Source: an optimization exercise on an open RTL-to-GDS flow (aim: small area). Production flows keep margins and buffers that such runs may drop. Only simulation tests tie the RTL to the original design; equivalence was not proved. No driver is modelled on the clock port, so clocking that relies on it looks cheaper here than on a real chip. No activity file was given, so power comes from the tool's default toggle rates.

==> flow/design.v (excerpt) <==
module CPU (
    input clk,
    input rst,
    input botao_ligar_agora,
    input botao_enviar_agora,
    input [17:0] instrucao_completa,
    output reg flag_clear_memoria,
    output reg flag_escrever,
    output [7:0] lcd_data,
    output lcd_rs,
    output lcd_rw,
    output lcd_e,
    output lcd_on,
    output lcd_blon
);
    assign lcd_on = 1'b1;
    assign lcd_blon = 1'b1;
    localparam OP_LOAD = 3'b000;
    localparam OP_ADD = 3'b001;
    localparam OP_ADDI = 3'b010;
    localparam OP_SUB = 3'b011;
    localparam OP_SUBI = 3'b100;
    localparam OP_MUL = 3'b101;
    localparam OP_CLEAR = 3'b110;
    localparam OP_DISPLAY = 3'b111;
    localparam S_DESLIGADO = 2'd0,
               S_AGUARDANDO = 2'd1,
               S_EXECUTANDO = 2'd2;
    reg [1:0] estado;
    reg sistema_ligado;
    wire flag_ligar, flag_enviar;
    debounce_Botao detector_ligar (
        .clk(clk), .rst(rst),
        .botaoAgora(botao_ligar_agora), .botaoPressionado(flag_ligar)
    );
    debounce_Botao detector_enviar (
        .clk(clk), .rst(rst),
        .botaoAgora(botao_enviar_agora), .botaoPressionado(flag_enviar)
    );
    always @(posedge clk) begin
        if (rst)
            sistema_ligado <= 1'b0;
        else if (flag_ligar)
  ...
Settings: LEC_CHECK=0, CAP_MARGIN=20, CORE_MARGIN=2, CORE_UTILIZATION=40, CTS_CLUSTER_DIAMETER=80, CTS_CLUSTER_SIZE=25, PLACE_DENSITY=0.6, SLEW_MARGIN=20; clock period 18.0 ns.
standard.sh (not shown) runs the stock make flow with config.mk's settings and CLKGATE_MAP_FILE= SYNTH_SCRIPT=/design/flow/synth_recipe.tcl, a recipe that flattens the netlist after the stock synthesis.
==> flow/flow/run.sh <==
#!/bin/bash
# The standard layout (standard.sh), with two changes: the ports are
# buffered with the smallest buffer (buf_1) instead of the default choice,
# and clock tree synthesis inserts no dummy loads. Everything else,
# synthesis included, is the standard flow. Its output goes to
# standard.log in the work folder.
export BUFFER_PORTS_ARGS="-buffer_cell sky130_fd_sc_hd__buf_1"
export CTS_ARGS="-sink_clustering_enable -repair_clock_nets -dont_use_dummy_load -sink_clustering_size 30 -sink_clustering_max_diameter 70"
bash standard.sh > standard.log 2>&1
The starting point finished with timing, DRC and antenna clean.
Change:
==> flow/run.sh (new file) <==
#!/bin/bash
# synth_recipe.tcl (not shown) runs the flow's synth.tcl, then flattens the netlist and writes it again
# the make line also repeats each setting of config.mk as NAME=value (left out here)
make -C /OpenROAD-flow-scripts/flow DESIGN_CONFIG=/design/flow/config.mk WORK_HOME=/design/flow/orfs CLKGATE_MAP_FILE= SYNTH_SCRIPT=/design/flow/synth_recipe.tcl finish
removed: flow/flow/run.sh
removed: flow/standard.sh
Wire length barely changes; design area increases by a few percent; sequential cell count stays the same; hold slack gains 0.035 ns; worst setup slack is worse by 0.77 ns; global-route usage barely changes.

* * *

== harbor ==
CPU, a different RTL version from the one above (not shown whole).
For scale: ~11,000 µm² of cells after synthesis.
==> flow/config.mk <==
export PLATFORM = sky130hd
export DESIGN_NAME = CPU
export DESIGN_NICKNAME = CPU
export VERILOG_FILES = /design/flow/design.v
export SDC_FILE = /design/flow/constraint.sdc
export NUM_CORES = 4
export LEC_CHECK = 0
export CAP_MARGIN = 20
export CORE_MARGIN = 2
export CORE_UTILIZATION = 40
export CTS_CLUSTER_DIAMETER = 80
export CTS_CLUSTER_SIZE = 25
export PLACE_DENSITY = 0.6
export SLEW_MARGIN = 20
==> flow/constraint.sdc <==
create_clock -name core_clock -period 18.0 [get_ports {clk}]
set_input_delay 3.6000 -clock core_clock [delete_from_list [all_inputs] [get_ports {clk}]]
set_output_delay 3.6000 -clock core_clock [all_outputs]
set_load 0.01 [all_outputs]
==> flow/flow/run.sh <==
#!/bin/bash
# The standard layout (standard.sh), with two changes: the ports are
# buffered with the smallest buffer (buf_1) instead of the default choice,
# and clock tree synthesis inserts no dummy loads. Everything else,
# synthesis included, is the standard flow. Its output goes to
# standard.log in the work folder.
export BUFFER_PORTS_ARGS="-buffer_cell sky130_fd_sc_hd__buf_1"
export CTS_ARGS="-sink_clustering_enable -repair_clock_nets -dont_use_dummy_load -sink_clustering_size 25 -sink_clustering_max_diameter 80 -buf_list {sky130_fd_sc_hd__clkbuf_8 sky130_fd_sc_hd__clkbuf_16}"
bash standard.sh > standard.log 2>&1
The inputs of tundra differ from those of harbor as listed below.
--- a/flow/flow/run.sh
+++ b/flow/flow/run.sh
@@ -8 +8 @@
-export CTS_ARGS="-sink_clustering_enable -repair_clock_nets -dont_use_dummy_load -sink_clustering_size 25 -sink_clustering_max_diameter 80 -buf_list {sky130_fd_sc_hd__clkbuf_8 sky130_fd_sc_hd__clkbuf_16}"
+export CTS_ARGS="-sink_clustering_enable -repair_clock_nets -dont_use_dummy_load -sink_clustering_size 28 -sink_clustering_max_diameter 80"
==> comparison <==
Cmp tundra vs harbor: layout overhead on the synthesized area lower in tundra
Cmp harbor and tundra / portion of total power attributed to sequential cells / higher: tundra
On share of the clock period used by the worst path after layout, tundra tracks harbor almost exactly.
[compare] base=harbor new=tundra: largest clock skew in the final design -0.024 ns; final design instance area without fill now sits lower.
harbor → tundra: total power moved down, worst hold slack essentially unchanged, pre-CTS setup slack neither gained nor lost much, area fraction in compound gates after synthesis barely changed, cell count about even.
On maximum clock frequency, harbor and tundra are neck and neck.
Inputs modified between tundra and ember:
--- a/flow/flow/run.sh
+++ b/flow/flow/run.sh
@@ -8 +8 @@
-export CTS_ARGS="-sink_clustering_enable -repair_clock_nets -dont_use_dummy_load -sink_clustering_size 28 -sink_clustering_max_diameter 80"
+export CTS_ARGS="-sink_clustering_enable -repair_clock_nets -dont_use_dummy_load -sink_clustering_size 25 -sink_clustering_max_diameter 80"
==> comparison <==
Delta (ember minus tundra): first-iteration DRC count went down by about 5%; clock insertion delay at the later pin of the skew report went up by 0.02 ns; number of hold buffers added after CTS was more or less identical; met1 usage was more or less identical.
Between tundra and ember, the setup slack does not differ in any meaningful way.
Total met3 wirelength after detailed routing went down by a few percent going from tundra to ember.
Taking tundra as the reference, in ember register fraction of the total cell area lower, final instance area higher.
ember packs its core more tightly than tundra.

* * *

RTL: one of the versions met above, not the one the previous note started from.
For scale: about 910 cells after synthesis, ~360 flip-flops, roughly 37 I/O pins, roughly 0.011 sq mm of cells after synthesis.
// CPU
module CPU (
    input clk,
    input rst,
    input botao_ligar_agora,
    input botao_enviar_agora,
    input [17:0] instrucao_completa,
    output reg flag_clear_memoria,
    output reg flag_escrever,
    output [7:0] lcd_data,
    output lcd_rs,
    output lcd_rw,
    output lcd_e,
    output lcd_on,
    output lcd_blon
);
clock: 18.0 ns
lec_check: 0
cap_margin: 20
core_margin: 2
core_utilization: 65
cts_cluster_diameter: 80
cts_cluster_size: 25
place_density: 0.85
slew_margin: 20
==> flow/flow/run.sh <==
#!/bin/bash
# The standard layout (standard.sh), with two changes: the ports are
# buffered with the smallest buffer (buf_1) instead of the default choice,
# and clock tree synthesis inserts no dummy loads. Everything else,
# synthesis included, is the standard flow. Its output goes to
# standard.log in the work folder.
export BUFFER_PORTS_ARGS="-buffer_cell sky130_fd_sc_hd__buf_1"
export CTS_ARGS="-sink_clustering_enable -repair_clock_nets -dont_use_dummy_load -sink_clustering_size 36 -sink_clustering_max_diameter 60"
bash standard.sh > standard.log 2>&1
The starting point passed the timing, design-rule and antenna checks.
Then changed:
==> flow/flow/run.sh (replaced) <==
#!/bin/bash
# Standard layout, with three changes: ports are buffered with the smallest
# buffer, clock tree synthesis adds no dummy loads, and after clock tree
# synthesis cells with slack to spare are downsized.
export BUFFER_PORTS_ARGS="-buffer_cell sky130_fd_sc_hd__buf_1"
export CTS_ARGS="-sink_clustering_enable -repair_clock_nets -dont_use_dummy_load -sink_clustering_size 25 -sink_clustering_max_diameter 80"
export POST_CTS_TCL="$(pwd)/flow/post_cts.tcl"
bash standard.sh > standard.log 2>&1
==> flow/flow/post_cts.tcl (new file) <==
# Area recovery: downsize cells on paths with slack to spare, then
# legalize the placement again.
repair_timing -recover_power 100 -verbose
detailed_placement
check_placement -verbose
--- a/flow/config.mk
+++ b/flow/config.mk
@@ -8,7 +8,7 @@
 export CAP_MARGIN = 20
 export CORE_MARGIN = 2
-export CORE_UTILIZATION = 65
+export CORE_UTILIZATION = 40
 export CTS_CLUSTER_DIAMETER = 80
 export CTS_CLUSTER_SIZE = 25
-export PLACE_DENSITY = 0.85
+export PLACE_DENSITY = 0.6
 export SLEW_MARGIN = 20
=>
- The changed run ran to the end with no violations
- clock skew is lower by 0.054 ns
- wire length came out lower by 1.9%
- first-iteration DRC count came out lower by 29%
- sequential cell count stays the same
- non-clock buffer count stays the same
- core utilization shrinks by 26 points
Then changed:
==> flow/run.sh (new file) <==
#!/bin/bash
# synth_recipe.tcl (not shown) runs the flow's synth.tcl, then flattens the netlist and writes it again
# the make line also repeats each setting of config.mk as NAME=value (left out here)
make -C /OpenROAD-flow-scripts/flow DESIGN_CONFIG=/design/flow/config.mk WORK_HOME=/design/flow/orfs CLKGATE_MAP_FILE= SYNTH_SCRIPT=/design/flow/synth_recipe.tcl finish
--- a/flow/config.mk
+++ b/flow/config.mk
@@ -8,7 +8,7 @@
 export CAP_MARGIN = 20
 export CORE_MARGIN = 2
-export CORE_UTILIZATION = 40
-export CTS_CLUSTER_DIAMETER = 80
+export CORE_UTILIZATION = 65
+export CTS_CLUSTER_DIAMETER = 60
 export CTS_CLUSTER_SIZE = 25
-export PLACE_DENSITY = 0.6
+export PLACE_DENSITY = 0.8
 export SLEW_MARGIN = 20
removed: flow/flow/run.sh
removed: flow/flow/post_cts.tcl
removed: flow/standard.sh
After rerunning: The changed run produced a clean layout; area after synthesis is unchanged; cell count went down by 11%; sequential cell count is unchanged.
Then changed:
==> flow/config.mk (replaced) <==
export PLATFORM = sky130hd
export DESIGN_NAME = CPU
export DESIGN_NICKNAME = CPU
export VERILOG_FILES = /design/flow/design.v
export SDC_FILE = /design/flow/constraint.sdc
export NUM_CORES = 4
export LEC_CHECK = 0
export CAP_MARGIN = 0
export CORE_MARGIN = 2
export CORE_UTILIZATION = 40
export CTS_CLUSTER_DIAMETER = 60
export CTS_CLUSTER_SIZE = 20
export PLACE_DENSITY = 0.6
export SLEW_MARGIN = 0
Effect:
- The changed run completed with no timing, DRC or antenna violations
- power rises by 4.5%
- count of clock-buffer cells in the layout went up by 2
- design area rose by about 2.6%

static timing again, ports no longer ideal:
Ports are ideal in the flow. The routed layouts listed here were re-timed in OpenROAD. Step 1: set_driving_cell puts a clkbuf_16 on clk and a buf_2 on each other input, an assumption about the parent block. Step 2 adds t to the input delays and takes it off the output delays; t is the mean of the earliest and latest rising clock arrival at the registers after step 1. Input paths then give back, and output paths get back, about the clock's delay inside the block. Three values: no drivers, after step 1, after step 2; two values: the first two.
run	t, ns	setup WS [ns]	worst setup path at the end	cell pins on the clock port's net
the first run of note 1	0.529	10.306 / 10.281 / 10.281	input to output	1
the second run of note 1	0.548	9.537 / 9.505 / 9.505	input to output	1
harbor	0.528	10.312 / 10.291 / 10.291	input to output	1
tundra	0.522	10.314 / 10.292 / 10.292	input to output	1
ember	0.528	10.312 / 10.291 / 10.291	input to output	1
the first run of note 3	0.524	10.319 / 10.293 / 10.293	input to output	1
the second run of note 3	0.542	10.308 / 10.283 / 10.283	input to output	1
the third run of note 3	0.553	9.557 / 9.525 / 9.525	input to output	1
the fourth run of note 3	0.583	9.540 / 9.508 / 9.508	input to output	1
After both steps every run listed still meets setup and hold.
